This is an optimization exercise on Yosys and OpenROAD, whose aim is a short achievable clock period and few clock cycles, not a production implementation.
RTL that was checked went through simulation tests only; none was proved equivalent to the original.
Only the layout flow was run in runs 3 to 6; the RTL was not checked for function there.
In every run shown here, the design's own scripts or RTL, not TritonCTS, make the clock network.
The clock port is modelled as an ideal driver, which makes a skipped or thinned clock tree look cheaper than it is; a real chip needs a root buffer or a tree.
Power is estimated from default activity; no workload was simulated.

### flow/design.v
`timescale 1ns / 1ps
module nextpc (
    input logic reset,
    input logic cap,
    input logic [15:0] inst,
    input logic [4:0] pc,
    input logic halted,
    input logic bp_cur,
    input logic bp_seq,   
    output logic pred,
    output logic take,
    output logic [4:0] pc_f,
    output logic bp_f   
);
  logic is_br;
  logic [4:0] tgt, pc_seq;
  assign is_br = (inst[15:13] == 3'b101);
  assign tgt = inst[12:8];
  assign pc_seq = halted ? 5'd0 : pc + 5'd1;
  assign pred = (inst[7:4] == inst[3:0]) || bp_cur;
  assign take = is_br && pred && !halted;
  always_comb
    if (reset) pc_f = cap ? (is_br ? tgt : 5'd1) : 5'd0;
    else if (take) pc_f = tgt;
    else pc_f = pc_seq;
  assign bp_f = !reset && !take && bp_seq;
endmodule
`timescale 1ns / 1ps
module add8 (
    input  logic [7:0] a,
    input  logic [7:0] b,
    output logic [7:0] s
);
  assign s = a + b;
endmodule
`timescale 1ns / 1ps
module brres (
    input  logic [7:0] a,
    input  logic [7:0] b,
    input  logic br,
    input  logic pred,
    input  logic reset,
    output logic taken,
    output logic mispredict
);
  assign taken = (a == b);
  assign mispredict = !reset && br && (pred ? !taken : taken);
endmodule
`timescale 1ns / 1ps
module mux2 #(
    parameter int WIDTH = 8
) (
    input logic [WIDTH - 1:0] d0,
    input logic [WIDTH - 1:0] d1,
    input logic s,
    output logic [WIDTH - 1:0] y
);
  assign y = s ? d1 : d0;
endmodule
`timescale 1ns / 1ps
module bpsel (
    input logic [31:0] bp,
    input logic [4:0] a,
    output logic y
);
  logic [31:0] oh;
  always_comb
    for (int j = 0; j < 32; j++) oh[j] = (a == 5'(j));
  assign y = (oh & bp) != 32'd0;
endmodule
`timescale 1ns / 1ps
module fctl (
    input logic [15:0] inst,
    input logic reset,   
    input logic d_v,
    input logic d_wr,
    input logic d_add,
    input logic d_st,
    input logic [3:0] d_dst,
    input logic [3:0] d_sta,
    input logic ex_wr,
    input logic [3:0] ex_dst,
    output logic is_st,
    output logic is_ld,
    output logic is_add,
    output logic is_br,
    output logic is_halt,
    output logic f_wr,
    output logic [3:0] dst,
    output logic [3:0] sta,
    output logic [15:0] rb_oh,
    output logic [15:0] ra_r,
    output logic [15:0] rb_r,
    output logic [15:0] st_r,
    output logic ra_s,
    output logic ra_l,
    output logic ra_w,
    output logic rb_s,
    output logic rb_l,
    output logic rb_w,
    output logic st_s,
    output logic st_l,
    output logic st_w,
    output logic st_k,
    output logic fwm
);
  logic [2:0] op;
  logic imm;
  logic [3:0] rd, ra, rb;
  assign op = inst[15:13];
  assign imm = inst[12];
  assign rd = inst[11:8];
  assign ra = inst[7:4];
  assign rb = inst[3:0];
  assign is_st = (op == 3'b000);
  assign is_ld = (op == 3'b001);
  assign is_add = (op == 3'b010);
  assign is_br = (op == 3'b101);
  assign is_halt = (op == 3'b111);
  assign f_wr = is_ld || is_add;
  assign dst = (is_ld && !imm) ? ra : rd;
  assign sta = imm ? rd : ra;
  logic [15:0] ra_oh;
  always_comb
    for (int j = 0; j < 16; j++) begin
      ra_oh[j] = (ra == 4'(j));
      rb_oh[j] = (rb == 4'(j));
    end
  logic ea, eb, wa, wb, live;
  assign live = !reset;
  assign ea = live && d_v && d_wr && (d_dst == ra);
  assign eb = live && d_v && d_wr && (d_dst == rb);
  assign wa = live && ex_wr && (ex_dst == ra);
  assign wb = live && ex_wr && (ex_dst == rb);
  assign ra_r = (reset || ea || wa) ? 16'd0 : ra_oh;
  assign rb_r = (reset || eb || wb) ? 16'd0 : rb_oh;
  assign st_r = (reset || imm || eb || wb) ? 16'd0 : rb_oh;
  assign ra_s = ea && d_add;
  assign ra_l = ea && !d_add;
  assign ra_w = !ea && wa;
  assign rb_s = eb && d_add;
  assign rb_l = eb && !d_add;
  assign rb_w = !eb && wb;
  assign st_s = !imm && eb && d_add;
  assign st_l = !imm && eb && !d_add;
  assign st_w = !imm && !eb && wb;
  assign st_k = imm;
  assign fwm = live && d_v && d_st && (d_sta == rb);
endmodule
`timescale 1ns / 1ps
`timescale 1ns / 1ps
`timescale 1ns / 1ps
`timescale 1ns / 1ps
`timescale 1ns / 1ps
module top (
    input logic clk,
    input logic reset,
    output logic [4:0] curr_inst_addr,
    input logic [15:0] curr_inst,
    output logic write_enable_dmem,
    output logic [3:0] write_addr_dmem,
    output logic [7:0] write_data_dmem,
    output logic halted
);
  logic [7:0] rf[16];
  logic [7:0] dm[16];
  logic [4:0] pc;
  logic halted_r;
  logic [31:0] bp_t;
  logic bp_cur;   
  logic d_v, d_st, d_add, d_br, d_halt, d_wr, d_imm, d_pred;
  logic [7:0] d_k8;
  logic [3:0] d_dst, d_sta;
  logic [15:0] d_rb;
  logic d_fwm;
  logic [4:0] d_pc1, d_tgt, d_pc;
  logic [15:0] d_ra_r, d_rb_r, d_st_r;
  logic d_ra_s, d_ra_l, d_ra_w;
  logic d_rb_s, d_rb_l, d_rb_w;
  logic d_st_s, d_st_l, d_st_w, d_st_k;
  logic ex_wr, ex_add, ex_br, ex_halt, ex_pred, ex_bpa;
  logic [3:0] ex_dst;
  logic [15:0] ex_we;   
  logic [7:0] ex_a, ex_b, ex_l;
  logic [4:0] ex_alt;   
  logic [4:0] ex_bpc;
  logic w_v;
  logic [15:0] w_we;
  logic [7:0] w_d;
  logic st_v;
  logic [3:0] st_a;
  logic [7:0] st_d;
  logic [15:0] st_we;   
  assign curr_inst_addr = pc;
  assign write_enable_dmem = st_v;
  assign write_addr_dmem = st_a;
  assign write_data_dmem = st_d;
  assign halted = halted_r;
  logic [7:0] sum, res;
  logic taken;
  add8 add (
      .a(ex_a),
      .b(ex_b),
      .s(sum)
  );
  mux2 #(8) res_mux (
      .d0(ex_l),
      .d1(sum),
      .s (ex_add),
      .y (res)
  );
  logic mispredict;
  brres cmp (
      .a(ex_a),
      .b(ex_b),
      .br(ex_br),
      .pred(ex_pred),
      .reset(reset),
      .taken(taken),
      .mispredict(mispredict)
  );
  logic [7:0] a_e, b_e, s_e, a_n, b_n, s_n, dmb;
  always_comb begin
    a_e = (ex_l & {8{d_ra_l}}) | (w_d & {8{d_ra_w}});
    b_e = (ex_l & {8{d_rb_l}}) | (w_d & {8{d_rb_w}});
    s_e = (ex_l & {8{d_st_l}}) | (w_d & {8{d_st_w}}) | (d_k8 & {8{d_st_k}});
    dmb = 8'd0;
    for (int j = 0; j < 16; j++) begin
      a_e = a_e | (rf[j] & {8{d_ra_r[j]}});
      b_e = b_e | (rf[j] & {8{d_rb_r[j]}});
      s_e = s_e | (rf[j] & {8{d_st_r[j]}});
      dmb = dmb | (dm[j] & {8{d_rb[j]}});
    end
  end
  mux2 #(8) a_mux (
      .d0(a_e),
      .d1(sum),
      .s (d_ra_s),
      .y (a_n)
  );
  mux2 #(8) b_mux (
      .d0(b_e),
      .d1(sum),
      .s (d_rb_s),
      .y (b_n)
  );
  mux2 #(8) s_mux (
      .d0(s_e),
      .d1(sum),
      .s (d_st_s),
      .y (s_n)
  );
  logic [7:0] m_n;
  assign m_n = d_fwm ? st_d : dmb;
  logic is_st, is_ld, is_add, is_br, is_halt, f_wr;
  logic [3:0] dst, sta;
  logic [15:0] rb_oh, ra_r, rb_r, st_r;
  logic ra_s, ra_l, ra_w, rb_s, rb_l, rb_w, st_s, st_l, st_w, st_k, fwm;
  fctl fc (
      .inst(curr_inst),
      .reset(reset),
      .d_v(d_v),
      .d_wr(d_wr),
      .d_add(d_add),
      .d_st(d_st),
      .d_dst(d_dst),
      .d_sta(d_sta),
      .ex_wr(ex_wr),
      .ex_dst(ex_dst),
      .is_st(is_st),
      .is_ld(is_ld),
      .is_add(is_add),
      .is_br(is_br),
      .is_halt(is_halt),
      .f_wr(f_wr),
      .dst(dst),
      .sta(sta),
      .rb_oh(rb_oh),
      .ra_r(ra_r),
      .rb_r(rb_r),
      .st_r(st_r),
      .ra_s(ra_s),
      .ra_l(ra_l),
      .ra_w(ra_w),
      .rb_s(rb_s),
      .rb_l(rb_l),
      .rb_w(rb_w),
      .st_s(st_s),
      .st_l(st_l),
      .st_w(st_w),
      .st_k(st_k),
      .fwm(fwm)
  );
  logic r0cap;
  logic cap;
  assign cap = !r0cap && (pc == 5'd0);
  logic bp_seq;
  bpsel bps (
      .bp({bp_t[0], bp_t[31:1]}),
      .a (pc),
      .y (bp_seq)
  );
  logic pred, take, bp_f, bp_d;
  logic [4:0] pc_f, pc_d;
  nextpc npc (
      .reset(reset),
      .cap(cap),
      .inst(curr_inst),
      .pc(pc),
      .halted(halted_r),
      .bp_cur(bp_cur),
      .bp_seq(bp_seq),
      .pred(pred),
      .take(take),
      .pc_f(pc_f),
      .bp_f(bp_f)
  );
  mux2 #(6) pc_mux (
      .d0({bp_f, pc_f}),
      .d1({ex_bpa, ex_alt}),
      .s (mispredict),
      .y ({bp_d, pc_d})
  );
  logic f_ok, d_ok;
  assign f_ok = !halted_r && !(d_v && d_halt) && !ex_halt && !mispredict;
  assign d_ok = d_v && !mispredict;
  logic halt_now;
  assign halt_now = (is_halt && !halted_r && !(d_v && (d_br || d_halt)) && !ex_br) ||
                    (d_v && d_halt && !ex_br) || ex_halt;
  logic [4:0] pc1;
  assign pc1 = pc + 5'd1;
  always_ff @(posedge clk) begin
    pc <= pc_d;
    bp_cur <= bp_d;
    if (reset) begin
      r0cap <= cap;
      halted_r <= cap && is_halt;
      d_v <= cap;
      ex_wr <= 1'b0;
      ex_br <= 1'b0;
      ex_halt <= 1'b0;
      w_v <= 1'b0;
      st_v <= 1'b0;
      bp_t <= 32'd0;
    end else begin
      r0cap <= 1'b0;
      if (halt_now) halted_r <= 1'b1;
      d_v <= f_ok;
      ex_wr <= d_ok && d_wr;
      ex_br <= d_ok && d_br;
      ex_halt <= d_ok && d_halt;
      w_v <= ex_wr;
      st_v <= d_ok && d_st;
      if (ex_br) bp_t[ex_bpc] <= taken;
    end
  end
  always_ff @(posedge clk) begin
    d_st <= is_st;
    d_add <= is_add;
    d_br <= is_br;
    d_halt <= is_halt;
    d_wr <= f_wr;
    d_imm <= curr_inst[12];
    d_k8 <= curr_inst[7:0];
    d_dst <= dst;
    d_sta <= sta;
    d_rb <= rb_oh;
    d_pred <= pred || reset;
    d_pc1 <= pc1;
    d_tgt <= curr_inst[12:8];
    d_pc <= pc;
    d_ra_r <= ra_r;
    d_rb_r <= rb_r;
    d_st_r <= st_r;
    {d_ra_s, d_ra_l, d_ra_w} <= {ra_s, ra_l, ra_w};
    {d_rb_s, d_rb_l, d_rb_w} <= {rb_s, rb_l, rb_w};
    {d_st_s, d_st_l, d_st_w, d_st_k} <= {st_s, st_l, st_w, st_k};
    d_fwm <= fwm;
  end
  always_ff @(posedge clk) begin
    ex_add <= d_add;
    ex_dst <= d_dst;
    ex_we <= 16'd1 << d_dst;
    ex_a <= a_n;
    ex_b <= b_n;
    ex_l <= d_imm ? d_k8 : m_n;
    ex_pred <= d_pred;
    ex_alt <= d_pred ? d_pc1 : d_tgt;
    ex_bpa <= d_pred ? bp_t[d_pc1] : bp_t[d_tgt];
    ex_bpc <= d_pc;
    st_a <= d_sta;
    st_we <= 16'd1 << d_sta;
    st_d <= s_n;
  end
  always_ff @(posedge clk) begin
    w_we <= ex_we;
    w_d <= res;
  end
  always_ff @(posedge clk)
    for (int i = 0; i < 16; i++)
      if (reset) rf[i] <= 8'd0;
      else if (w_v && w_we[i]) rf[i] <= w_d;
  always_ff @(posedge clk)
    for (int i = 0; i < 16; i++)
      if (reset) dm[i] <= 8'd0;
      else if (st_v && st_we[i]) dm[i] <= st_d;
endmodule
### flow/flow/run.sh
#!/bin/bash
# Own flow: the standard layout (standard.sh) with two changes:
#  - the clock tree is built by flow/pre_cts.tcl (a two-level balanced tree)
#    instead of TritonCTS;
#  - full- and half-adder cells are added to DONT_USE_CELLS (flow/dont_use.txt
#    is the platform's list plus those), so abc maps adders as plain gates.
# Every tool's output goes to the ORFS logs under orfs/logs and to standard.log.
set -euo pipefail
export PRE_CTS_TCL="$PWD/flow/pre_cts.tcl"
du="$(tr '\n' ' ' < flow/dont_use.txt)"
sed "s|\"\${@:-finish}\"|DONT_USE_CELLS=\"$du\" \"\${@:-finish}\"|" standard.sh > standard_nofa.sh
bash standard_nofa.sh ${FLOW_STANDARD_TARGETS:-} > standard.log 2>&1
### flow/flow/dont_use.txt
sky130_fd_sc_hd__probe_p_8
sky130_fd_sc_hd__probec_p_8
sky130_fd_sc_hd__lpflow_bleeder_1
sky130_fd_sc_hd__lpflow_clkbufkapwr_1
sky130_fd_sc_hd__lpflow_clkbufkapwr_16
sky130_fd_sc_hd__lpflow_clkbufkapwr_2
sky130_fd_sc_hd__lpflow_clkbufkapwr_4
sky130_fd_sc_hd__lpflow_clkbufkapwr_8
sky130_fd_sc_hd__lpflow_clkinvkapwr_1
sky130_fd_sc_hd__lpflow_clkinvkapwr_16
sky130_fd_sc_hd__lpflow_clkinvkapwr_2
sky130_fd_sc_hd__lpflow_clkinvkapwr_4
sky130_fd_sc_hd__lpflow_clkinvkapwr_8
sky130_fd_sc_hd__lpflow_decapkapwr_12
sky130_fd_sc_hd__lpflow_decapkapwr_3
sky130_fd_sc_hd__lpflow_decapkapwr_4
sky130_fd_sc_hd__lpflow_decapkapwr_6
sky130_fd_sc_hd__lpflow_decapkapwr_8
sky130_fd_sc_hd__lpflow_inputiso0n_1
sky130_fd_sc_hd__lpflow_inputiso0p_1
sky130_fd_sc_hd__lpflow_inputiso1n_1
sky130_fd_sc_hd__lpflow_inputiso1p_1
sky130_fd_sc_hd__lpflow_inputisolatch_1
sky130_fd_sc_hd__lpflow_isobufsrc_1
sky130_fd_sc_hd__lpflow_isobufsrc_16
sky130_fd_sc_hd__lpflow_isobufsrc_2
sky130_fd_sc_hd__lpflow_isobufsrc_4
sky130_fd_sc_hd__lpflow_isobufsrc_8
sky130_fd_sc_hd__lpflow_isobufsrckapwr_16
sky130_fd_sc_hd__lpflow_lsbuf_lh_hl_isowell_tap_1
sky130_fd_sc_hd__lpflow_lsbuf_lh_hl_isowell_tap_2
sky130_fd_sc_hd__lpflow_lsbuf_lh_hl_isowell_tap_4
sky130_fd_sc_hd__lpflow_lsbuf_lh_isowell_4
sky130_fd_sc_hd__lpflow_lsbuf_lh_isowell_tap_1
sky130_fd_sc_hd__lpflow_lsbuf_lh_isowell_tap_2
sky130_fd_sc_hd__lpflow_lsbuf_lh_isowell_tap_4
sky130_fd_sc_hd__fill_1
sky130_fd_sc_hd__fill_2
sky130_fd_sc_hd__fill_4
sky130_fd_sc_hd__fill_8
sky130_fd_sc_hd__fa_1
sky130_fd_sc_hd__fa_2
sky130_fd_sc_hd__fa_4
sky130_fd_sc_hd__ha_1
sky130_fd_sc_hd__ha_2
sky130_fd_sc_hd__ha_4
sky130_fd_sc_hd__a2111o_1
sky130_fd_sc_hd__a2111o_2
sky130_fd_sc_hd__a2111o_4
sky130_fd_sc_hd__a2111oi_0
sky130_fd_sc_hd__a2111oi_1
sky130_fd_sc_hd__a2111oi_2
sky130_fd_sc_hd__a2111oi_4
sky130_fd_sc_hd__a311o_1
sky130_fd_sc_hd__a311o_2
sky130_fd_sc_hd__a311o_4
sky130_fd_sc_hd__a311oi_1
sky130_fd_sc_hd__a311oi_2
sky130_fd_sc_hd__a311oi_4
sky130_fd_sc_hd__clkdlybuf4s15_1
sky130_fd_sc_hd__clkdlybuf4s15_2
sky130_fd_sc_hd__clkdlybuf4s18_1
sky130_fd_sc_hd__clkdlybuf4s18_2
sky130_fd_sc_hd__clkdlybuf4s25_1
sky130_fd_sc_hd__clkdlybuf4s25_2
sky130_fd_sc_hd__clkdlybuf4s50_1
sky130_fd_sc_hd__clkdlybuf4s50_2
sky130_fd_sc_hd__dlygate4sd1_1
sky130_fd_sc_hd__dlygate4sd2_1
sky130_fd_sc_hd__dlygate4sd3_1
sky130_fd_sc_hd__dlymetal6s2s_1
sky130_fd_sc_hd__dlymetal6s4s_1
sky130_fd_sc_hd__dlymetal6s6s_1
sky130_fd_sc_hd__nor3_1
sky130_fd_sc_hd__nor3_2
sky130_fd_sc_hd__nor3_4
sky130_fd_sc_hd__nor3b_1
sky130_fd_sc_hd__nor3b_2
sky130_fd_sc_hd__nor3b_4
sky130_fd_sc_hd__nor4_1
sky130_fd_sc_hd__nor4_2
sky130_fd_sc_hd__nor4_4
sky130_fd_sc_hd__nor4b_1
sky130_fd_sc_hd__nor4b_2
sky130_fd_sc_hd__nor4b_4
sky130_fd_sc_hd__nor4bb_1
sky130_fd_sc_hd__nor4bb_2
sky130_fd_sc_hd__nor4bb_4
sky130_fd_sc_hd__o2111a_1
sky130_fd_sc_hd__o2111a_2
sky130_fd_sc_hd__o2111a_4
sky130_fd_sc_hd__o2111ai_1
sky130_fd_sc_hd__o2111ai_2
sky130_fd_sc_hd__o2111ai_4
sky130_fd_sc_hd__o311a_1
sky130_fd_sc_hd__o311a_2
sky130_fd_sc_hd__o311a_4
sky130_fd_sc_hd__o311ai_0
sky130_fd_sc_hd__o311ai_1
sky130_fd_sc_hd__o311ai_2
sky130_fd_sc_hd__o311ai_4
sky130_fd_sc_hd__or3_1
sky130_fd_sc_hd__or3_2
sky130_fd_sc_hd__or3_4
sky130_fd_sc_hd__or3b_1
sky130_fd_sc_hd__or3b_2
sky130_fd_sc_hd__or3b_4
sky130_fd_sc_hd__or4_1
sky130_fd_sc_hd__or4_2
sky130_fd_sc_hd__or4_4
sky130_fd_sc_hd__or4b_1
sky130_fd_sc_hd__or4b_2
sky130_fd_sc_hd__or4b_4
sky130_fd_sc_hd__or4bb_1
sky130_fd_sc_hd__or4bb_2
sky130_fd_sc_hd__or4bb_4
sky130_fd_sc_hd__mux4_1
sky130_fd_sc_hd__mux4_2
sky130_fd_sc_hd__mux4_4
### flow/flow/mycts.tcl
# Manual two-level clock tree: R root buffers driven by the clock port, each driving
# some of K leaf buffers; each leaf buffer drives a cluster of flip-flops (capacitated k-means).
proc mycts_kmeans {xs ys K cap} {
  set n [llength $xs]
  set cx {}; set cy {}
  set idx [lsort -real -indices $xs]
  for {set k 0} {$k < $K} {incr k} {
    set i [lindex $idx [expr {int(($k + 0.5) * $n / $K)}]]
    lappend cx [lindex $xs $i]; lappend cy [lindex $ys $i]
  }
  for {set iter 0} {$iter < 40} {incr iter} {
    set cnt [lrepeat $K 0]
    set asg [lrepeat $n -1]
    set pairs {}
    for {set i 0} {$i < $n} {incr i} {
      set x [lindex $xs $i]; set y [lindex $ys $i]
      for {set k 0} {$k < $K} {incr k} {
        set dx [expr {$x-[lindex $cx $k]}]; set dy [expr {$y-[lindex $cy $k]}]
        lappend pairs [list [expr {$dx*$dx+$dy*$dy}] $i $k]
      }
    }
    set pairs [lsort -real -index 0 $pairs]
    set left $n
    foreach p $pairs {
      lassign $p d i k
      if {[lindex $asg $i] >= 0} continue
      if {[lindex $cnt $k] >= $cap} continue
      lset asg $i $k
      lset cnt $k [expr {[lindex $cnt $k]+1}]
      incr left -1
      if {$left == 0} break
    }
    set sx [lrepeat $K 0.0]; set sy [lrepeat $K 0.0]
    for {set i 0} {$i < $n} {incr i} {
      set k [lindex $asg $i]
      lset sx $k [expr {[lindex $sx $k] + [lindex $xs $i]}]
      lset sy $k [expr {[lindex $sy $k] + [lindex $ys $i]}]
    }
    for {set k 0} {$k < $K} {incr k} {
      set c [lindex $cnt $k]
      if {$c > 0} {
        lset cx $k [expr {[lindex $sx $k] / $c}]
        lset cy $k [expr {[lindex $sy $k] / $c}]
      }
    }
  }
  return [list $asg $cx $cy $cnt]
}

proc mycts_build {K R leafm rootm} {
  set db [ord::get_db]
  set block [ord::get_db_block]
  set clknet [$block findNet clk]
  set sinks [$clknet getITerms]
  set n [llength $sinks]
  set xs {}; set ys {}
  foreach it $sinks {
    set bb [[$it getInst] getBBox]
    lappend xs [expr {([$bb xMin]+[$bb xMax])/2.0}]
    lappend ys [expr {([$bb yMin]+[$bb yMax])/2.0}]
  }
  lassign [mycts_kmeans $xs $ys $K [expr {int(ceil(1.1 * $n / $K))}]] asg cx cy cnt
  lassign [mycts_kmeans $cx $cy $R [expr {int(ceil(1.0 * $K / $R))}]] rasg rx ry rcnt
  puts "MYCTS sinks $n leaves $K roots $R leafcounts $cnt rootcounts $rcnt"
  set lm [$db findMaster $leafm]
  set rm [$db findMaster $rootm]
  set rnets {}
  for {set r 0} {$r < $R} {incr r} {
    set b [odb::dbInst_create $block $rm "clkroot_$r"]
    $b setLocation [expr {int([lindex $rx $r])}] [expr {int([lindex $ry $r])}]
    $b setPlacementStatus PLACED
    [$b findITerm A] connect $clknet
    set rn [odb::dbNet_create $block "clkroot_net_$r"]
    $rn setSigType CLOCK
    [$b findITerm X] connect $rn
    lappend rnets $rn
  }
  set lnets {}
  for {set k 0} {$k < $K} {incr k} {
    set b [odb::dbInst_create $block $lm "clkleaf_$k"]
    $b setLocation [expr {int([lindex $cx $k])}] [expr {int([lindex $cy $k])}]
    $b setPlacementStatus PLACED
    [$b findITerm A] connect [lindex $rnets [lindex $rasg $k]]
    set ln [odb::dbNet_create $block "clkleaf_net_$k"]
    $ln setSigType CLOCK
    [$b findITerm X] connect $ln
    lappend lnets $ln
  }
  for {set i 0} {$i < $n} {incr i} {
    set it [lindex $sinks $i]
    $it disconnect
    $it connect [lindex $lnets [lindex $asg $i]]
  }
  $clknet setSigType CLOCK
}
### flow/flow/pre_cts.tcl
# PRE_CTS_TCL hook: replace TritonCTS with a two-level balanced clock tree
# (4 root buffers on the clock port, each driving about 6 leaf buffers, each
# leaf buffer driving a cluster of about 21 flip-flops; see mycts.tcl).
source [file join [file dirname [info script]] mycts.tcl]
rename clock_tree_synthesis orig_clock_tree_synthesis
proc clock_tree_synthesis {args} {
  mycts_build 24 4 sky130_fd_sc_hd__clkbuf_16 sky130_fd_sc_hd__clkbuf_16
}
### flow/standard.sh
#!/bin/bash
# synth_recipe.tcl (not shown) runs the flow's synth.tcl, then flattens the netlist and writes it again
# the make line also repeats each setting of config.mk as NAME=value (left out here)
make -C /OpenROAD-flow-scripts/flow DESIGN_CONFIG=/design/flow/config.mk WORK_HOME=/design/flow/orfs CLKGATE_MAP_FILE= SYNTH_SCRIPT=/design/flow/synth_recipe.tcl "${@:-finish}"
### flow/config.mk
export PLATFORM = sky130hd
export DESIGN_NAME = top
export DESIGN_NICKNAME = top
export VERILOG_FILES = /design/flow/design.v
export SDC_FILE = /design/flow/constraint.sdc
export NUM_CORES = 8
export LEC_CHECK = 0
export CAP_MARGIN = 20
export CORE_MARGIN = 2
export CORE_UTILIZATION = 40
export PLACE_DENSITY = 0.5
export SETUP_SLACK_MARGIN = 3.0
export SLEW_MARGIN = 20
export SYNTH_HIERARCHICAL = 1
export SYNTH_MINIMUM_KEEP_SIZE = 0
### flow/constraint.sdc
create_clock -name core_clock -period 4.2 [get_ports {clk}]
set_input_delay 0.8400 -clock core_clock [delete_from_list [all_inputs] [get_ports {clk}]]
set_output_delay 0.8400 -clock core_clock [all_outputs]
set_load 0.01 [all_outputs]
==> impl_metrics.json, run 1 <==
{
  "status": "complete, no violations",
  "worst_hold_path_type": "reg2reg",
  "finalSetupViolations": 0,
  "fin_tns_setup_ns": 0,
  "dr.pass1.iters": 10,
  "wirelength_mm": 107.8,
  "critPathKind": "reg2reg",
  "grt_pass1_wl_mm": 150.3,
  "avgViaCountPerCell": 6.427,
  "worstPathArrival_ns": 2.19,
  "grt_setup_unrepaired": "yes",
  "clk_latency_ns": 0.37,
  "cpPeakStageDelay_ns": 0.43,
  "power_switching_mw": 2.601,
  "crit_chain": "buf_1, buf_2, nor2_2, a31oi_1, o22ai_1, a211oi_2, a22oi_2, o211a_1, mux2_4",
  "r2r_cells": 9,
  "reg2reg_from": "pc[0]",
  "synth_area_um2": 22410,
  "crit_family": "compound AO/OA/AOI/OAI gates",
  "tightest_slew_ns": 0.8117,
  "detail-route-antenna-nets": 0,
  "grt_start_max_net_pins": 42,
  "synthCells": 2574,
  "track_usage": 0.3554,
  "fin_crit_ns": 1.946,
  "fill_cells": 4755,
  "fin_cells": 3543,
  "slew_headroom": 0.4572,
  "place_inst": 3141,
  "die-area_um2": 57940,
  "diodes": 0,
  "fin_crit_sh": 0.4633,
  "synth_warnings": 12,
  "hold_end": "w_we[7]",
  "power_density_nw_per_um2": 306.4,
  "core_um2": 55200,
  "ff2ff_setup_slack_ns": 2.25,
  "area_growth_pct": 38.74,
  "drc": 0,
  "antenna_found_initial": 5,
  "rr_endpoint": "bp_cur",
  "synth_area_per_cell_um2": 8.707,
  "portBuffers": 36,
  "die_width_um": 240.7,
  "power_mw": 9.528,
  "grt-ovfl-total": 0,
  "fin_nets": 2815,
  "start_util": 0.4060,
  "num_vias": 22770,
  "min_path_cells": 0,
  "fin_skew_ns": 0.03457,
  "path_buf_inv": 2,
  "worst_ep_required_time_ns": 4.44,
  "place.gp.congestion": 1.038,
  "rows": 86,
  "ioPinCount": 37,
  "utilization": 0.5633,
  "drtIter0Drc": 3123,
  "synth_nets": 2592,
  "wl_per_cell_um": 30.42,
  "startpoint_type": "flip-flop",
  "grt_pass1_vias": 20560,
  "worst_setup_path_end_kind": "flip-flop",
  "max_cap_viol_count": 0,
  "combPwrFrac": 0.149,
  "max-vdd-ir-drop_v": 0.0002859,
  "timing.final.max_slew_violations": 0,
  "worst_hold_startpoint": "ex_we[7]",
  "internal_power_mw": 6.928,
  "switching_share": 0.2729,
  "chipHeight_um": 240.7,
  "timing.fmax_ghz": 0.5140,
  "p_leak_nw": 10.61,
  "power_frac_seq": 0.558,
  "clkPwrFrac": 0.293,
  "dp_hpwl_mm": 65.07,
  "final_hold_viol_count": 0,
  "clk_pin_slew_ns": 0.10,
  "critPathSlowestCell": "dfxtp_4",
  "cp_max_fo": 7,
  "layout-drive-gt1-share": 0.3979
}
==> power by group through the flow <==
stage                     Combinational (mW)  Clock [mW]  Sequential [mW]
final                                   1.42        2.79             5.31
after global routing                    1.48        3.00             5.32
after global placement                 0.630           0             5.53
after CTS                               1.21        2.09             5.44
after floorplan                        0.725           0             5.27
after detailed placement               0.631           0             5.53
==> worst max-delay path by stage <==
stage | start | to | cells after the start
floorplan | curr_inst[2] | d_st_r[10] | 7
finish | pc[0] | bp_cur | 9
CTS | curr_inst[2] | bp_cur | 7
global placement | curr_inst[3] | d_rb_r[8] | 6
global route | ex_b[3] | bp_cur | 8
detailed placement | curr_inst[3] | d_rb_r[5] | 6
==> placed cells by master, fill, tap and decap left out, types with 12 or more instances in the layout <==
cell type,instances
a21oi_2,258
a221oi_1,32
a221oi_2,53
a222oi_1,12
a22o_1,73
a22oi_1,59
a22oi_2,42
and3_1,38
and4b_1,16
buf_1,125
buf_12,17
buf_16,58
buf_2,57
buf_6,107
buf_8,25
clkbuf_16,35
dfxtp_1,360
dfxtp_2,78
dfxtp_4,84
inv_1,15
mux2_4,45
mux2i_1,43
nand2_1,343
nand2_2,25
nand2b_1,15
nand3_1,273
nand4_1,65
nor2_1,98
nor2_4,28
o21ai_0,19
o21ai_1,14
o21ai_2,15
xnor2_1,13
xnor2_2,18
xnor2_4,12
==> worst register-to-register path, stage by stage (launching register included) <==
cell,delay [ns]
dfxtp_4,0.43
buf_1,0.15
buf_2,0.13
nor2_2,0.04
a31oi_1,0.16
o22ai_1,0.11
a211oi_2,0.28
a22oi_2,0.12
o211a_1,0.15
mux2_4,0.26
==> sequential cells by signal, indices dropped and copies added, names as in the netlist, 8 cells and up <==
| name | flops |
|---|---|
| bp_t | 32 |
| ex_l | 8 |
| d_k8 | 8 |
| rf | 128 |
| ex_we | 16 |
| d_ra_r | 16 |
| d_st_r | 16 |
| ex_a | 8 |
| w_d | 8 |
| w_we | 16 |
| dm | 128 |
| st_d | 8 |
| d_rb | 16 |
| d_rb_r | 16 |
| ex_b | 8 |
| st_we | 16 |
==> timing repair <==
action,in CTS,in global routing
pin swaps,93,100
buffers inserted,176,130
hold endpoints to repair,0,0
endpoints found under the setup margin,462,453
gates cloned,61,7
hold buffers,0,0
resized for setup,621,259
==> routing by layer <==
layer	up-vias	wire, um	track usage
met5	-	52	0.002525
met4	8	3828	0.08602
met3	308	12630	0.09894
met2	1421	43500	0.5045
met1	11250	47770	0.5268
li1	9781	-	-
==> area by class of cell <==
| type | instances | area [um^2] | share of cell area |
|---|---|---|---|
| multi-input cells | 1796 | 13810 | 0.4442 |
| flip-flops and latches | 523 | 10890 | 0.3503 |
| well taps | 748 | 935.9 | 0.03010 |
| repair inverters | 1 | 7.507 | 0.0002414 |
| repair buffers | 428 | 4666 | 0.1500 |
| inverters | 19 | 78.83 | 0.002535 |
| plain buffers | 28 | 700.7 | 0.02253 |
==> through the flow <==
| stage | hold WS [ns] | setup slack, ns | instance area, um^2 |
|---|---|---|---|
| final | 0.3255 | 2.254 | 31090 |
| after global routing | 0.3338 | 2.168 | 31090 |
| after CTS | 0.3120 | 2.097 | 29470 |
| after detailed placement | 0.3121 | 1.228 | 24400 |
| after global placement | 0.3101 | 1.274 | 24400 |
| after floorplan | 0.3096 | 2.166 | 25380 |
Testbench counts, summed over its fixed seeds: cycles 24,272.
==> inputs of run 2 (changes only) <==
--- a/flow/config.mk
+++ b/flow/config.mk
@@ -8,7 +8,7 @@
 export CAP_MARGIN = 20
 export CORE_MARGIN = 2
 export CORE_UTILIZATION = 40
-export PLACE_DENSITY = 0.5
+export PLACE_DENSITY = 0.75
 export SETUP_SLACK_MARGIN = 3.0
 export SLEW_MARGIN = 20
 export SYNTH_HIERARCHICAL = 1
==> run 2 against run 1 <==
  * Critical path type unchanged
  * Clock power up 2%
  * Largest power group unchanged
  * Sequential power grew 0.8%
  * Fmax grew 1.4%
  * Core utilization decreased by 0.89 points
  * Clock skew rose by 0.022 ns
  * Global-route usage down 0.25 points
  * First-iteration DRC count rose by 16%
  * Largest cell class unchanged
==> impl_metrics.json, run 2 <==
{
  "fin_skew_ns": 0.05652,
  "wl_met3_mm": 14.25,
  "grt_pass1_wl_mm": 151.6,
  "dr.pass1.iters": 9,
  "worst_ep_required_time_ns": 4.45,
  "portBuffers": 36,
  "timing.final.max_slew_violations": 0,
  "power_density_nw_per_um2": 311.3,
  "startpoint_type": "flip-flop",
  "status": "complete, no violations",
  "grt-ovfl-total": 0,
  "clk_latency_ns": 0.41,
  "timing.fmax_ghz": 0.5209,
  "place.gp.congestion": 1.005,
  "crit_chain": "clkbuf_4, nor2_1, and3_1, nand2_1, o22ai_2, o2bb2ai_1, mux2_4",
  "wl_met1_mm": 40.63,
  "fill_cells": 4369,
  "max-vdd-ir-drop_v": 0.0003082,
  "seq_area_um2": 10850,
  "grt_start_max_net_pins": 36,
  "slew_headroom": 0.5088,
  "worstPathArrival_ns": 2.17,
  "multi_input_area_um2": 13900,
  "critPathKind": "reg2reg",
  "fin_crit_sh": 0.4571,
  "synthCells": 2574,
  "wl_per_cell_um": 31.31,
  "r2r_cells": 7,
  "whs_ns": 0.3053,
  "grt_setup_unrepaired": "yes",
  "cpPeakStageDelay_ns": 0.46,
  "fin_tns_setup_ns": 0,
  "wl_met2_mm": 46.11,
  "antenna_found_initial": 1,
  "track_usage": 0.3529,
  "top_regs": "dm x128, rf x128, bp_t x32",
  "start_util": 0.4060,
  "layout_common_cells": "dfxtp_1 (392), nand2_1 (358), nand3_1 (271), a21oi_2 (246), nor2_1 (98)",
  "p_leak_nw": 10.39,
  "synth_nets": 2592,
  "avgViaCountPerCell": 6.780,
  "max_cap_viol_count": 0,
  "area_growth_pct": 36.55,
  "fin_cells": 3475,
  "layout-drive-gt1-share": 0.3781,
  "detail-route-antenna-nets": 0,
  "fin_crit_ns": 1.920,
  "clk_pin_slew_ns": 0.10,
  "fin_area_um2": 30600,
  "min_path_cells": 0,
  "die-area_um2": 57940,
  "utilization": 0.5544,
  "ioPinCount": 37,
  "dp_hpwl_mm": 62.10,
  "reg2reg_from": "pc[3]",
  "tightest_slew_ns": 0.7357,
  "synth_area_per_cell_um2": 8.707,
  "rows": 86,
  "synth_area_um2": 22410,
  "worst_hold_path_type": "reg2reg",
  "place_area_um2": 24360,
  "core_um2": 55200,
  "startpoint": "pc[3]",
  "final_hold_viol_count": 0,
  "highest_layer": "met5",
  "wirelength_mm": 108.8,
  "drc": 0,
  "chipHeight_um": 240.7,
  "worst_setup_path_end_kind": "flip-flop",
  "num_vias": 23560,
  "rr_endpoint": "pc[1]",
  "ff2ff_setup_slack_ns": 2.28,
  "drtIter0Drc": 3626,
  "synth_warnings": 12,
  "final_common_cell": "dfxtp_1",
  "die_width_um": 240.7,
  "finalSetupViolations": 0,
  "fin_nets": 2747,
  "endpoint": "pc[1]",
  "grt_pass1_vias": 21890,
  "cp_max_fo": 12,
  "critPathSlowestCell": "dfxtp_4",
  "place_inst": 3132,
  "diodes": 0
}
[run 2: per-layer routing]
| layer | GRT usage | vias up |
|---|---|---|
| met5 | 0.007576 | - |
| met4 | 0.1688 | 2 |
| met3 | 0.09493 | 582 |
| met2 | 0.5421 | 1995 |
| met1 | 0.4590 | 11330 |
| li1 | - | 9654 |
[run 2: area by class of cell]
class / instances / share of cell area
inverter: 19 / 0.002576
sequential: 523 / 0.3546
tap: 748 / 0.03058
timing repair buffer: 356 / 0.1350
timing repair inverter: 1 / 0.0001635
multi-input combinational: 1800 / 0.4542
buffer: 28 / 0.02290
[run 2: worst max-delay path: cells and delay by family (launching register included)]
family                 cells  cell delay, ns
DFF                        1            0.46
and+or+nand+nor            3            0.44
buffers and inverters      1            0.31
AOI/OAI and AO/OA          2            0.30
muxes                      1            0.29
[run 2: worst min path at each step]
stage	startpoint	endpoint	slack (ns)
floorplan	d_pc[0]	ex_bpc[0]	0.31
global route	d_pc[4]	ex_bpc[4]	0.31
global placement	d_pc[3]	ex_bpc[3]	0.31
detailed placement	ex_we[14]	w_we[14]	0.31
finish	d_pc[4]	ex_bpc[4]	0.31
CTS	d_pc[0]	ex_bpc[0]	0.31
[run 2: metrics by stage]
step	power, mW	setup slack (ns)
after floorplan	5.998	2.166
after global placement	6.136	1.290
after global routing	9.706	2.222
final	9.525	2.280
after CTS	8.690	2.103
after detailed placement	6.146	1.235
[run 2: report_power, final]
part | internal (mW) | switching [mW]
registers | 5.05 | 0.297
logic | 0.615 | 0.727
clock network | 1.20 | 1.64
[run 2: what timing repair did]
| item | CTS | global route |
|---|---|---|
| gates resized for setup | 627 | 214 |
| setup buffers | 177 | 71 |
| gates cloned | 63 | 4 |
| pin swaps | 101 | 75 |
| endpoints found under the setup margin | 466 | 452 |
| hold buffers | 0 | 0 |
==> inputs of run 3 (changes only) <==
--- a/flow/design.v
+++ b/flow/design.v
@@ -7,10 +7,16 @@
     input logic halted,
     input logic bp_cur,
     input logic bp_seq,   
+    input logic d_v,   
+    input logic d_br,   
+    input logic d_halt,   
+    input logic ex_br,   
+    input logic ex_halt,   
     output logic pred,
     output logic take,
     output logic [4:0] pc_f,
-    output logic bp_f   
+    output logic bp_f,   
+    output logic halted_d   
 );
   logic is_br;
   logic [4:0] tgt, pc_seq;
@@ -24,6 +30,11 @@
     else if (take) pc_f = tgt;
     else pc_f = pc_seq;
   assign bp_f = !reset && !take && bp_seq;
+  logic is_halt, halt_now;
+  assign is_halt = (inst[15:13] == 3'b111);
+  assign halt_now = (is_halt && !(d_v && (d_br || d_halt)) && !ex_br) ||
+                    (d_v && d_halt && !ex_br) || ex_halt;
+  assign halted_d = reset ? (cap && is_halt) : (halted || halt_now);
 endmodule
 `timescale 1ns / 1ps
 module add8 (
@@ -300,7 +311,7 @@
       .a (pc),
       .y (bp_seq)
   );
-  logic pred, take, bp_f, bp_d;
+  logic pred, take, bp_f, bp_d, halted_d;
   logic [4:0] pc_f, pc_d;
   nextpc npc (
       .reset(reset),
@@ -310,10 +321,16 @@
       .halted(halted_r),
       .bp_cur(bp_cur),
       .bp_seq(bp_seq),
+      .d_v(d_v),
+      .d_br(d_br),
+      .d_halt(d_halt),
+      .ex_br(ex_br),
+      .ex_halt(ex_halt),
       .pred(pred),
       .take(take),
       .pc_f(pc_f),
-      .bp_f(bp_f)
+      .bp_f(bp_f),
+      .halted_d(halted_d)
   );
   mux2 #(6) pc_mux (
       .d0({bp_f, pc_f}),
@@ -324,17 +341,14 @@
   logic f_ok, d_ok;
   assign f_ok = !halted_r && !(d_v && d_halt) && !ex_halt && !mispredict;
   assign d_ok = d_v && !mispredict;
-  logic halt_now;
-  assign halt_now = (is_halt && !halted_r && !(d_v && (d_br || d_halt)) && !ex_br) ||
-                    (d_v && d_halt && !ex_br) || ex_halt;
   logic [4:0] pc1;
   assign pc1 = pc + 5'd1;
   always_ff @(posedge clk) begin
     pc <= pc_d;
     bp_cur <= bp_d;
+    halted_r <= halted_d;
     if (reset) begin
       r0cap <= cap;
-      halted_r <= cap && is_halt;
       d_v <= cap;
       ex_wr <= 1'b0;
       ex_br <= 1'b0;
@@ -344,7 +358,6 @@
       bp_t <= 32'd0;
     end else begin
       r0cap <= 1'b0;
-      if (halt_now) halted_r <= 1'b1;
       d_v <= f_ok;
       ex_wr <= d_ok && d_wr;
       ex_br <= d_ok && d_br;
--- a/flow/config.mk
+++ b/flow/config.mk
@@ -8,7 +8,6 @@
 export CAP_MARGIN = 20
 export CORE_MARGIN = 2
 export CORE_UTILIZATION = 40
-export PLACE_DENSITY = 0.75
 export SETUP_SLACK_MARGIN = 3.0
 export SLEW_MARGIN = 20
 export SYNTH_HIERARCHICAL = 1
==> run 3 against run 2 <==
  * First-iteration DRC count fell by 12%
  * Design area rose by 4.0%
  * Clock power fell by 3%
  * Largest cell class unchanged
  * Area after synthesis fell by 0.13%
  * Setup slack got worse by 0.080 ns
  * Fmax fell by 4.0%
  * Still clean
  * Routed wire length fell by 0.36%
  * Worst hold slack improved by 0.023 ns
==> impl_metrics.json, run 3 <==
{
  "min_path_cells": 0,
  "drtIter0Drc": 3188,
  "dp_hpwl_mm": 64.78,
  "grt_pass1_vias": 20920,
  "reg2reg_from": "ex_b[5]",
  "tightest_slew_ns": 0.7885,
  "fin_tns_setup_ns": 0,
  "place_inst": 3134,
  "synth_warnings": 12,
  "synth_area_um2": 22380,
  "grt_start_max_net_pins": 48,
  "detail-route-antenna-nets": 0,
  "worst_hold_path_type": "reg2reg",
  "rr_endpoint": "bp_t[5]",
  "drc": 0,
  "whs_ns": 0.3285,
  "clk_latency_ns": 0.37,
  "timing.final.max_slew_violations": 0,
  "die-area_um2": 57860,
  "wirelength_mm": 108.4,
  "dr.pass1.iters": 7,
  "layout-drive-gt1-share": 0.4192,
  "place_area_um2": 24410,
  "die_width_um": 240.5,
  "layout_common_cells": "dfxtp_1 (367), nand2_1 (331), nand3_1 (257), a21oi_2 (256), buf_6 (122)",
  "max_cap_viol_count": 0,
  "fin_skew_ns": 0.03392,
  "antenna_found_initial": 4,
  "r2r_cells": 9,
  "grt_pass1_wl_mm": 147.6,
  "grt_setup_unrepaired": "yes",
  "fin_cells": 3546,
  "place.gp.congestion": 1.038,
  "num_vias": 23080,
  "ff2ff_setup_slack_ns": 2.20,
  "fin_crit_sh": 0.4761,
  "top_regs": "dm x128, rf x128, bp_t x32",
  "fin_area_um2": 31830,
  "synth_nets": 2588,
  "chipHeight_um": 240.5,
  "core_um2": 55200,
  "finalSetupViolations": 0,
  "timing.fmax_ghz": 0.5001,
  "fin_crit_ns": 1.999,
  "wl_per_cell_um": 30.57,
  "worstPathArrival_ns": 2.29,
  "final_hold_viol_count": 0,
  "area_growth_pct": 42.24,
  "rows": 86,
  "portBuffers": 36,
  "diodes": 0,
  "critPathKind": "reg2reg",
  "fin_nets": 2818,
  "power_density_nw_per_um2": 315.6,
  "synthCells": 2570,
  "p_leak_nw": 10.75,
  "max-vdd-ir-drop_v": 0.0003541,
  "clk_pin_slew_ns": 0.09,
  "track_usage": 0.3462,
  "final_common_cell": "dfxtp_1",
  "avgViaCountPerCell": 6.510,
  "startpoint_type": "flip-flop",
  "worst_hold_startpoint": "ex_we[10]",
  "ioPinCount": 37,
  "cp_max_fo": 3,
  "grt-ovfl-total": 0,
  "worst_ep_required_time_ns": 4.49,
  "slew_headroom": 0.4736,
  "hold_end": "w_we[10]",
  "start_util": 0.4055,
  "status": "complete, no violations",
  "worst_setup_path_end_kind": "flip-flop",
  "synth_area_per_cell_um2": 8.709
}
run 3: cell count changes in the layout (fill, tap and decap cells not counted), sizes merged, moves of 7 or more:
cell	change
nand4	-7
a21oi	+13
nor2	-11
clkbuf	+18
nand3	+13
buf	+58
run 3: worst max path at each step:
stage	startpoint	slack [ns]	depth (start not counted)	end
after floorplan	curr_inst[2]	2.17	7	d_st_r[10]
after global placement	curr_inst[3]	1.35	6	d_rb_r[9]
after detailed placement	curr_inst[3]	1.33	6	d_rb_r[2]
after CTS	curr_inst[5]	2.10	6	pc[1]
after global routing	ex_b[5]	2.14	9	bp_t[3]
final	ex_b[5]	2.20	9	bp_t[5]
run 3: through the flow:
step | setup slack, ns | total power, mW | utilization
CTS | 2.097 | 9.106 | 0.5313
detailed placement | 1.326 | 6.529 | 0.4423
finish | 2.201 | 10.05 | 0.5767
global placement | 1.351 | 6.512 | 0.4423
floorplan | 2.166 | 6.331 | -
global route | 2.141 | 10.33 | 0.5767
run 3: report_power, final:
part	internal [mW]	switching, mW
sequential	5.09	0.307
clock	1.20	1.56
combinational	0.855	1.04
total	7.14	2.90
run 3: per-layer routing:
layer | global-route usage | vias to the layer above | part of all wire
li1 | - | 9809 | -
met4 | 0.1073 | 8 | 0.045
met5 | 0 | - | 0.00046
met2 | 0.5108 | 1570 | 0.42
met3 | 0.07709 | 369 | 0.13
met1 | 0.5011 | 11330 | 0.41
run 3: worst max-delay path, stage by stage (launching register included):
cell      delay [ns]
dfxtp_4         0.36
xnor2_2         0.20
nand4_1         0.16
buf_6           0.19
nor2_4          0.14
inv_2           0.06
a211o_1         0.25
and4bb_2        0.36
nand2_1         0.07
a21oi_1         0.13
run 3: cell type report:
| type | count | area [um^2] |
|---|---|---|
| timing repair inverter | 1 | 5.005 |
| tap | 748 | 935.9 |
| timing repair buffer | 432 | 4912 |
| inverter | 20 | 81.33 |
| fill | 4496 | 23370 |
| sequential | 523 | 10910 |
| multi-input combinational | 1794 | 14290 |
| buffer | 28 | 700.7 |
run 3: timing repair:
item / CTS / global route
hold buffers: 0 / 0
pin swaps: 121 / 110
setup endpoints to repair: 460 / 450
gates resized for setup: 639 / 393
gates cloned: 51 / 21
setup buffers: 199 / 113
==> inputs of run 4 (changes only) <==
--- a/flow/design.v
+++ b/flow/design.v
@@ -194,7 +194,9 @@
   logic [15:0] ex_we;   
   logic [7:0] ex_a, ex_b, ex_l;
   logic [4:0] ex_alt;   
-  logic [4:0] ex_bpc;
+  logic [31:0] ex_bpc;   
+  logic bu_v, bu_t;
+  logic [31:0] bu_a;
   logic w_v;
   logic [15:0] w_we;
   logic [7:0] w_d;
@@ -353,6 +355,7 @@
       ex_wr <= 1'b0;
       ex_br <= 1'b0;
       ex_halt <= 1'b0;
+      bu_v <= 1'b0;
       w_v <= 1'b0;
       st_v <= 1'b0;
       bp_t <= 32'd0;
@@ -364,7 +367,8 @@
       ex_halt <= d_ok && d_halt;
       w_v <= ex_wr;
       st_v <= d_ok && d_st;
-      if (ex_br) bp_t[ex_bpc] <= taken;
+      bu_v <= ex_br;
+      if (bu_v) bp_t <= bu_t ? (bp_t | bu_a) : (bp_t & ~bu_a);
     end
   end
   always_ff @(posedge clk) begin
@@ -400,12 +404,14 @@
     ex_pred <= d_pred;
     ex_alt <= d_pred ? d_pc1 : d_tgt;
     ex_bpa <= d_pred ? bp_t[d_pc1] : bp_t[d_tgt];
-    ex_bpc <= d_pc;
+    ex_bpc <= 32'd1 << d_pc;
     st_a <= d_sta;
     st_we <= 16'd1 << d_sta;
     st_d <= s_n;
   end
   always_ff @(posedge clk) begin
+    bu_t <= taken;
+    bu_a <= ex_bpc;
     w_we <= ex_we;
     w_d <= res;
   end
==> run 4 against run 3 <==
  * Core utilization shrank 3.2 points
  * Largest cell class unchanged
  * Synthesized cell count grew 4.1%
  * Design area grew 0.46%
  * Routed wire length shrank 0.13%
  * Combinational power shrank 11%
  * Setup slack gained 0.12 ns
  * Largest power group unchanged
  * Area after synthesis grew 5.6%
  * Power grew 5.3%
  * Global-route usage shrank 0.63 points
  * Clock skew grew 0.0030 ns
  * Still clean on timing, DRC and antenna
  * Clock power grew 6%
  * Critical path type unchanged
  * Cell count grew 1.4%
==> impl_metrics.json, run 4 <==
{
  "critPathSlowestCell": "dfxtp_4",
  "worst_hold_startpoint": "ex_bpc[25]",
  "crit_family": "compound AO/OA/AOI/OAI gates",
  "grt_pass1_vias": 21360,
  "clk_latency_ns": 0.39,
  "die_width_um": 247.1,
  "fin_crit_sh": 0.4477,
  "synth_area_um2": 23630,
  "timing.final.max_slew_violations": 0,
  "max_cap_viol_count": 0,
  "ff2ff_setup_slack_ns": 2.32,
  "finalSetupViolations": 0,
  "die-area_um2": 61040,
  "start_util": 0.4027,
  "final_hold_viol_count": 0,
  "antenna_found_initial": 5,
  "worstPathArrival_ns": 2.14,
  "worst_ep_required_time_ns": 4.46,
  "power_mw": 10.58,
  "synth_nets": 2693,
  "startpoint_type": "flip-flop",
  "detail-route-antenna-nets": 0,
  "dr.pass1.iters": 6,
  "fin_crit_ns": 1.880,
  "utilization": 0.5450,
  "cp_max_fo": 4,
  "fin_ws_ns": 2.320,
  "synthCells": 2675,
  "num_vias": 22830,
  "grt_setup_unrepaired": "yes",
  "hold_end": "bu_a[25]",
  "ioPinCount": 37,
  "synth_area_per_cell_um2": 8.835,
  "slew_headroom": 0.5050,
  "layout_common_cells": "dfxtp_1 (430), nand2_1 (411), nand3_1 (303), a21oi_2 (274), buf_6 (113)",
  "crit_chain": "buf_6, mux2_4, nand2_1, o211ai_1, a211oi_2, a22oi_2, o211a_1, mux2_4",
  "clk_pin_slew_ns": 0.10,
  "wl_per_cell_um": 30.10,
  "critPathKind": "reg2reg",
  "fin_tns_setup_ns": 0,
  "final_common_cell": "dfxtp_1",
  "area_growth_pct": 35.32,
  "power_density_nw_per_um2": 330.9,
  "place_inst": 3258,
  "reg2reg_from": "pc[0]",
  "grt_pass1_wl_mm": 152.5,
  "r2r_cells": 8,
  "fin_area_um2": 31980,
  "seq_area_um2": 12110,
  "chipHeight_um": 247.1,
  "tightest_slew_ns": 0.7415,
  "startpoint": "pc[0]",
  "worst_setup_path_end_kind": "flip-flop",
  "portBuffers": 36,
  "min_path_cells": 0,
  "drtIter0Drc": 2826,
  "avgViaCountPerCell": 6.346,
  "path_buf_inv": 1,
  "rows": 89,
  "cpPeakStageDelay_ns": 0.39,
  "max-vdd-ir-drop_v": 0.0004431,
  "p_leak_nw": 10.75,
  "synth_warnings": 12,
  "use_met2": 0.5044,
  "grt_util_met1": 0.4907,
  "grt_start_max_net_pins": 65,
  "track_usage": 0.3399,
  "critPathMostFrequentCell": "mux2_4",
  "layout-drive-gt1-share": 0.3901,
  "place.gp.congestion": 0.9591,
  "worst_hold_path_type": "reg2reg",
  "fill_cells": 4938,
  "grt_util_met3": 0.07879,
  "fin_nets": 2842,
  "grt-ovfl-total": 0,
  "place_area_um2": 25700,
  "fin_skew_ns": 0.03690,
  "fin_cells": 3597,
  "top_regs": "dm x128, rf x128",
  "grt.busiest_layer": "met2",
  "dp_hpwl_mm": 66.73,
  "rr_endpoint": "bp_cur",
  "drc": 0,
  "path_depth": 8,
  "whs_ns": 0.3276,
  "pre_cts_ws_ns": 1.191,
  "timing.fmax_ghz": 0.5318,
  "wirelength_mm": 108.3,
  "multi_input_area_um2": 13850,
  "status": "complete, no violations",
  "core_um2": 58690
}
run 4: worst reg2reg max path, cell delays in order (launching register included):
cell and delay (ns):
dfxtp_4 0.39, buf_6 0.13, mux2_4 0.30, nand2_1 0.07, o211ai_1 0.10, a211oi_2 0.29
a22oi_2 0.11, o211a_1 0.13, mux2_4 0.26
run 4: area by class of cell:
cell class / count / share of cell area
Timing Repair Buffer: 362 / 0.1341
Tap cell: 773 / 0.03024
Antenna cell: 2 / 0.0001565
Sequential cell: 584 / 0.3786
Inverter: 14 / 0.001917
Buffer: 28 / 0.02191
Timing Repair inverter: 1 / 0.0001565
Multi-Input combinational cell: 1833 / 0.4329
run 4: repair_timing:
action / CTS / global route
cloned: 55 / 2
endpoints found under the hold margin: 0 / 0
endpoints found under the setup margin: 464 / 452
gates resized for setup: 634 / 255
pin swaps: 87 / 81
setup buffers: 173 / 79
hold buffers: 0 / 0
run 4: metal layers:
layer | up-vias | share of wire
li1 | 9887 | -
met1 | 11380 | 0.44
met2 | 1276 | 0.42
met3 | 281 | 0.10
met4 | 6 | 0.037
met5 | - | 0.00036
run 4: power by group:
| group | internal [mW] | switching (mW) |
|---|---|---|
| combinational | 0.789 | 0.890 |
| sequential | 5.69 | 0.295 |
| clock | 1.21 | 1.71 |
| total | 7.69 | 2.89 |
run 4: worst max-delay path by stage:
stage          slack (ns)    endpoint
2_1_floorplan        2.17  d_st_r[10]
3_3_place_gp         1.26   d_rb_r[9]
3_5_place_dp         1.19   d_rb_r[1]
4_1_cts              2.10      bp_cur
5_1_grt              2.27      bp_cur
6_report             2.32      bp_cur
==> inputs of run 5 (changes only) <==
==> flow/flow/run.sh (replaced) <==
#!/bin/bash
# Own flow: the standard layout (standard.sh) with two changes:
#  - the clock tree is built by flow/pre_cts.tcl (a two-level balanced tree)
#    instead of TritonCTS, and flow/post_cts.tcl repairs setup once more;
#  - full- and half-adder cells are added to DONT_USE_CELLS (flow/dont_use.txt
#    is the platform's list plus those), so abc maps adders as plain gates.
# Every tool's output goes to the ORFS logs under orfs/logs and to standard.log.
set -euo pipefail
export PRE_CTS_TCL="$PWD/flow/pre_cts.tcl"
export POST_CTS_TCL="$PWD/flow/post_cts.tcl"
du="$(tr '\n' ' ' < flow/dont_use.txt)"
sed "s|\"\${@:-finish}\"|DONT_USE_CELLS=\"$du\" \"\${@:-finish}\"|" standard.sh > standard_nofa.sh
bash standard_nofa.sh ${FLOW_STANDARD_TARGETS:-} > standard.log 2>&1
==> flow/flow/post_cts.tcl (new file) <==
# POST_CTS_TCL hook: one more setup repair after ORFS's own, without the
# same-footprint restriction, then legalise the placement again.
estimate_parasitics -placement
repair_timing -setup -setup_margin $::env(SETUP_SLACK_MARGIN) -repair_tns 100 -verbose
detailed_placement
==> run 5 against run 4 <==
  * Core utilization rose by 0.092 points
  * Largest power group unchanged
  * Routed wire length fell by 0.25%
  * Flip-flop and latch count did not move
  * Global-route usage rose by 0.28 points
==> impl_metrics.json, run 5 <==
{
  "area_growth_pct": 35.55,
  "fill_cells": 4933,
  "ioPinCount": 37,
  "grt_pass1_vias": 21640,
  "portBuffers": 36,
  "switching_share": 0.2734,
  "place.gp.congestion": 0.9591,
  "startpoint_type": "flip-flop",
  "avgViaCountPerCell": 6.321,
  "fin_skew_ns": 0.04008,
  "seq_area_um2": 12090,
  "start_util": 0.4027,
  "crit_chain": "clkbuf_4, and3_1, a21oi_1, o21ai_0, a211oi_2, a22oi_2, o211a_1, mux2_4",
  "max-vdd-ir-drop_v": 0.0004432,
  "multi_input_area_um2": 13850,
  "final_common_cell": "dfxtp_1",
  "top_regs": "dm x128, rf x128",
  "wirelength_mm": 108.0,
  "synthCells": 2675,
  "antenna_found_initial": 6,
  "fin_nets": 2854,
  "rows": 89,
  "cp_max_fo": 6,
  "grt-ovfl-total": 0,
  "drc": 0,
  "grt_setup_unrepaired": "yes",
  "core_um2": 58690,
  "fin_crit_ns": 1.888,
  "p_leak_nw": 10.77,
  "layout_common_cells": "dfxtp_1 (436), nand2_1 (416), nand3_1 (303), a21oi_2 (273), buf_6 (114)",
  "num_vias": 22810,
  "power_density_nw_per_um2": 331.0,
  "finalSetupViolations": 0,
  "worst_hold_path_type": "reg2reg",
  "power_frac_seq": 0.565,
  "clkPwrFrac": 0.275,
  "critPathKind": "reg2reg",
  "chipHeight_um": 247.1,
  "layout-drive-gt1-share": 0.3829,
  "tightest_slew_ns": 0.7169,
  "grt_start_max_net_pins": 65,
  "worst_setup_path_end_kind": "flip-flop",
  "power_switching_mw": 2.899,
  "synth_area_um2": 23630,
  "dr.pass1.iters": 6,
  "clk_latency_ns": 0.40,
  "timing.fmax_ghz": 0.5298,
  "cpPeakStageDelay_ns": 0.37,
  "clk_pin_slew_ns": 0.10,
  "crit_family": "compound AO/OA/AOI/OAI gates",
  "power_mw": 10.60,
  "critPathSlowestCell": "dfxtp_4",
  "final_hold_viol_count": 0,
  "track_usage": 0.3427,
  "worst_ep_required_time_ns": 4.46,
  "internal_power_mw": 7.703,
  "die-area_um2": 61040,
  "slew_headroom": 0.5221,
  "drtIter0Drc": 2989,
  "dp_hpwl_mm": 66.73,
  "grt_pass1_wl_mm": 153.8,
  "synth_nets": 2693,
  "path_buf_inv": 1,
  "fin_tns_setup_ns": 0,
  "synth_warnings": 12,
  "die_width_um": 247.1,
  "status": "complete, no violations",
  "synth_area_per_cell_um2": 8.835,
  "fin_crit_sh": 0.4494,
  "max_cap_viol_count": 0,
  "timing.final.max_slew_violations": 0,
  "worstPathArrival_ns": 2.15,
  "wl_per_cell_um": 29.94,
  "detail-route-antenna-nets": 0,
  "combPwrFrac": 0.161
}
==> run 5: power by group through the flow <==
stage / Combinational, mW / Clock, mW / Sequential, mW
floorplan: 0.862 / 0 / 5.99
global placement: 0.757 / 0 / 6.29
detailed placement: 0.768 / 0 / 6.29
global route: 1.77 / 3.14 / 6.00
finish: 1.70 / 2.91 / 5.99
==> run 5: worst paths after layout <==
path         endpoint  cells past startpoint  slack [ns]       start
max            bp_cur                      8        2.31       pc[2]
min          bu_a[25]                      0        0.33  ex_bpc[25]
max reg2reg    bp_cur                      8        2.31       pc[2]
min reg2reg  bu_a[25]                      0        0.33  ex_bpc[25]
==> run 5: cell type report <==
class	count	area share
plain buffers	28	0.02187
flip-flops and latches	584	0.3774
repair inverters	1	0.0001562
inverters	14	0.001914
diodes	1	0.00007812
repair buffers	374	0.1362
multi-input cells	1833	0.4322
well taps	773	0.03019
==> run 5: routing by layer <==
layer,routed length [um],up-vias,GRT usage
li1,-,9908,-
met1,47150,11310,0.4873
met2,45740,1304,0.5108
met3,11250,276,0.08541
met4,3800,10,0.09975
met5,66,-,0
==> run 5: through the flow <==
stage / setup slack [ns] / hold WS, ns / instances / util / instance area (um^2)
global route: 2.266 / 0.3342 / 3607 / 0.5458 / 32030
global placement: 1.264 / 0.3099 / 3258 / 0.4379 / 25700
detailed placement: 1.191 / 0.3121 / 3258 / 0.4379 / 25700
floorplan: 2.166 / 0.3096 / 2675 / - / 26710
finish: 2.312 / 0.3276 / 3608 / 0.5459 / 32030
==> inputs of run 6 (changes only) <==
--- a/flow/design.v
+++ b/flow/design.v
@@ -68,6 +68,14 @@
 );
   assign y = s ? d1 : d0;
 endmodule
+module fwd8 (
+    input  logic [7:0] d0,
+    input  logic [7:0] d1,
+    input  logic s,
+    output logic [7:0] y
+);
+  assign y = d0 | (d1 & {8{s}});
+endmodule
 `timescale 1ns / 1ps
 module bpsel (
     input logic [31:0] bp,
@@ -176,6 +184,7 @@
   logic [7:0] rf[16];
   logic [7:0] dm[16];
   logic [4:0] pc;
+  logic [4:0] pc_o;   
   logic halted_r;
   logic [31:0] bp_t;
   logic bp_cur;   
@@ -204,7 +213,7 @@
   logic [3:0] st_a;
   logic [7:0] st_d;
   logic [15:0] st_we;   
-  assign curr_inst_addr = pc;
+  assign curr_inst_addr = pc_o;
   assign write_enable_dmem = st_v;
   assign write_addr_dmem = st_a;
   assign write_data_dmem = st_d;
@@ -245,19 +254,19 @@
       dmb = dmb | (dm[j] & {8{d_rb[j]}});
     end
   end
-  mux2 #(8) a_mux (
+  fwd8 a_mux (
       .d0(a_e),
       .d1(sum),
       .s (d_ra_s),
       .y (a_n)
   );
-  mux2 #(8) b_mux (
+  fwd8 b_mux (
       .d0(b_e),
       .d1(sum),
       .s (d_rb_s),
       .y (b_n)
   );
-  mux2 #(8) s_mux (
+  fwd8 s_mux (
       .d0(s_e),
       .d1(sum),
       .s (d_st_s),
@@ -340,6 +349,13 @@
       .s (mispredict),
       .y ({bp_d, pc_d})
   );
+  logic [4:0] pc_od;
+  mux2 #(5) pc_mux_o (
+      .d0(pc_f),
+      .d1(ex_alt),
+      .s (mispredict),
+      .y (pc_od)
+  );
   logic f_ok, d_ok;
   assign f_ok = !halted_r && !(d_v && d_halt) && !ex_halt && !mispredict;
   assign d_ok = d_v && !mispredict;
@@ -347,6 +363,7 @@
   assign pc1 = pc + 5'd1;
   always_ff @(posedge clk) begin
     pc <= pc_d;
+    pc_o <= pc_od;
     bp_cur <= bp_d;
     halted_r <= halted_d;
     if (reset) begin
==> flow/flow/run.sh (replaced) <==
#!/bin/bash
# Own flow: the standard layout (standard.sh) with two changes:
#  - the clock tree is built by flow/pre_cts.tcl (a two-level balanced tree)
#    instead of TritonCTS;
#  - full- and half-adder cells are added to DONT_USE_CELLS (flow/dont_use.txt
#    is the platform's list plus those), so abc maps adders as plain gates.
# Every tool's output goes to the ORFS logs under orfs/logs and to standard.log.
set -euo pipefail
export PRE_CTS_TCL="$PWD/flow/pre_cts.tcl"
du="$(tr '\n' ' ' < flow/dont_use.txt)"
sed "s|\"\${@:-finish}\"|DONT_USE_CELLS=\"$du\" \"\${@:-finish}\"|" standard.sh > standard_nofa.sh
bash standard_nofa.sh ${FLOW_STANDARD_TARGETS:-} > standard.log 2>&1
removed: flow/flow/post_cts.tcl
==> run 6 against run 5 <==
  * Still clean
  * First-iteration DRC count shrank 1.6%
  * Global-route usage is 0.71 points lower
  * Clock skew is 0.027 ns higher
  * Via count rose by 1.1%
  * Core utilization rose by 0.14 points
  * Critical path type unchanged
==> impl_metrics.json, run 6 <==
{
  "worstPathArrival_ns": 2.26,
  "drtIter0Drc": 2940,
  "path_buf_inv": 3,
  "track_usage": 0.3357,
  "timing.final.max_slew_violations": 0,
  "fin_tns_setup_ns": 0,
  "max-vdd-ir-drop_v": 0.0003000,
  "critPathKind": "reg2reg",
  "dp_hpwl_mm": 65.41,
  "tightest_slew_ns": 0.6899,
  "cpPeakStageDelay_ns": 0.37,
  "grt_start_max_net_pins": 65,
  "worst_ep_required_time_ns": 4.43,
  "final_hold_viol_count": 0,
  "wirelength_mm": 107.2,
  "core_um2": 58690,
  "die-area_um2": 60980,
  "num_vias": 23050,
  "detail-route-antenna-nets": 0,
  "finalSetupViolations": 0,
  "area_growth_pct": 36.04,
  "die_width_um": 246.9,
  "fin_nets": 2874,
  "synth_warnings": 12,
  "drc": 0,
  "portBuffers": 36,
  "timing.fmax_ghz": 0.4926,
  "start_util": 0.4023,
  "grt_pass1_vias": 21450,
  "diodes": 0,
  "cp_max_fo": 6,
  "grt_setup_unrepaired": "yes",
  "crit_family": "buffers and inverters",
  "place_inst": 3268,
  "fin_skew_ns": 0.06705,
  "final_common_cell": "dfxtp_1",
  "place.gp.congestion": 1.089,
  "avgViaCountPerCell": 6.356,
  "p_leak_nw": 10.99,
  "chipHeight_um": 246.9,
  "synthCells": 2685,
  "wl_per_cell_um": 29.56,
  "fin_cells": 3627,
  "top_regs": "dm x128, rf x128",
  "grt_pass1_wl_mm": 151.2,
  "clk_pin_slew_ns": 0.10,
  "power_density_nw_per_um2": 331.7,
  "max_cap_viol_count": 0,
  "synth_area_per_cell_um2": 8.793,
  "rows": 89,
  "grt-ovfl-total": 0,
  "layout_common_cells": "dfxtp_1 (440), nand2_1 (402), nand3_1 (302), a21oi_2 (283), nor2_1 (106)",
  "status": "complete, no violations",
  "crit_chain": "xnor2_2, nand4_1, buf_6, o211ai_1, o31ai_4, buf_4, buf_12, mux2_4",
  "fin_crit_ns": 2.030,
  "clk_latency_ns": 0.40,
  "dr.pass1.iters": 6,
  "layout-drive-gt1-share": 0.3662,
  "startpoint_type": "flip-flop",
  "worst_hold_path_type": "reg2reg",
  "antenna_found_initial": 1,
  "ioPinCount": 37,
  "critPathSlowestCell": "dfxtp_4",
  "synth_area_um2": 23610,
  "slew_headroom": 0.5395,
  "synth_nets": 2703,
  "worst_setup_path_end_kind": "flip-flop",
  "fin_crit_sh": 0.4833
}
==> run 6: power by group <==
group	total [mW]	internal, mW	leakage, nW	switching [mW]
Clock	2.95	1.21	0.345	1.75
Combinational	1.59	0.774	5.78	0.815
Sequential	6.11	5.76	4.87	0.354
Total	10.7	7.74	11.0	2.92
==> run 6: what timing repair did <==
item | 4_1_cts | 5_1_grt
pin swaps | 113 | 68
cloned | 64 | 4
endpoints found under the hold margin | 0 | 0
resized for setup | 668 | 229
endpoints found under the setup margin | 475 | 450
hold buffers | 0 | 0
setup buffers | 176 | 87
==> run 6: routing by layer <==
layer	global-route usage	wire length (um)	vias up
li1	-	-	9967
met1	0.4923	46390	11400
met2	0.4939	45040	1409
met3	0.06143	11370	271
met4	0.1081	4404	2
met5	0	9	-
==> run 6: final cells by class <==
type | instances | area, um^2
Timing Repair Buffer | 381 | 4554
Timing Repair inverter | 1 | 7.507
Buffer | 28 | 700.7
Fill cell | 4957 | 26570
Sequential cell | 589 | 12190
Tap cell | 773 | 967.2
Inverter | 14 | 58.81
Multi-Input combinational cell | 1841 | 13640
==> run 6: through the flow <==
| stage | utilization | setup slack [ns] | hold WS [ns] | power, mW | instance area [um^2] |
|---|---|---|---|---|---|
| detailed placement | 0.4356 | 1.186 | 0.3121 | 7.127 | 25560 |
| global route | 0.5473 | 2.114 | 0.3127 | 10.95 | 32120 |
| floorplan | - | 2.166 | 0.3096 | 6.915 | 26340 |
| global placement | 0.4356 | 1.200 | 0.3104 | 7.117 | 25560 |
| finish | 0.5473 | 2.170 | 0.3100 | 10.65 | 32120 |
| CTS | 0.5278 | 2.085 | 0.3121 | 9.865 | 30980 |
==> run 6: path summary, 6_finish.rpt <==
path / from / to / slack [ns] / depth (start not counted)
max: ex_b[2] / pc_o[2] / 2.17 / 8
min: ex_bpc[18] / bu_a[18] / 0.31 / 0
max reg2reg: ex_b[2] / pc_o[2] / 2.17 / 8
min reg2reg: ex_bpc[18] / bu_a[18] / 0.31 / 0

static timing again, ports no longer ideal:
The results above use ideal ports. As a check the final layouts listed here were re-extracted and re-timed, cells and wires unchanged.
Step 1: set_driving_cell puts a clkbuf_16 on clk and a buf_2 on each other input, an assumption about the parent block.
Step 2 also shifts input and output timing later by t, the mid clock arrival at the registers, as if the neighbouring blocks saw the same clock.
Three values: ideal ports, drivers, drivers and shift; two values: the first two.
| run | t (ns) | setup slack, ns |
|---|---|---|
| run 1 | 0.484 | 2.254 / 2.197 / 2.004 |
| run 2 | 0.506 | 2.280 / 2.188 / 1.948 |
| run 3 | 0.489 | 2.201 / 2.201 / 1.933 |
| run 4 | 0.503 | 2.320 / 2.190 / 1.988 |
| run 5 | 0.500 | 2.312 / 2.243 / 2.009 |
| run 6 | 0.493 | 2.170 / 2.170 / 1.807 |
After both steps setup and hold are still met in every run listed.
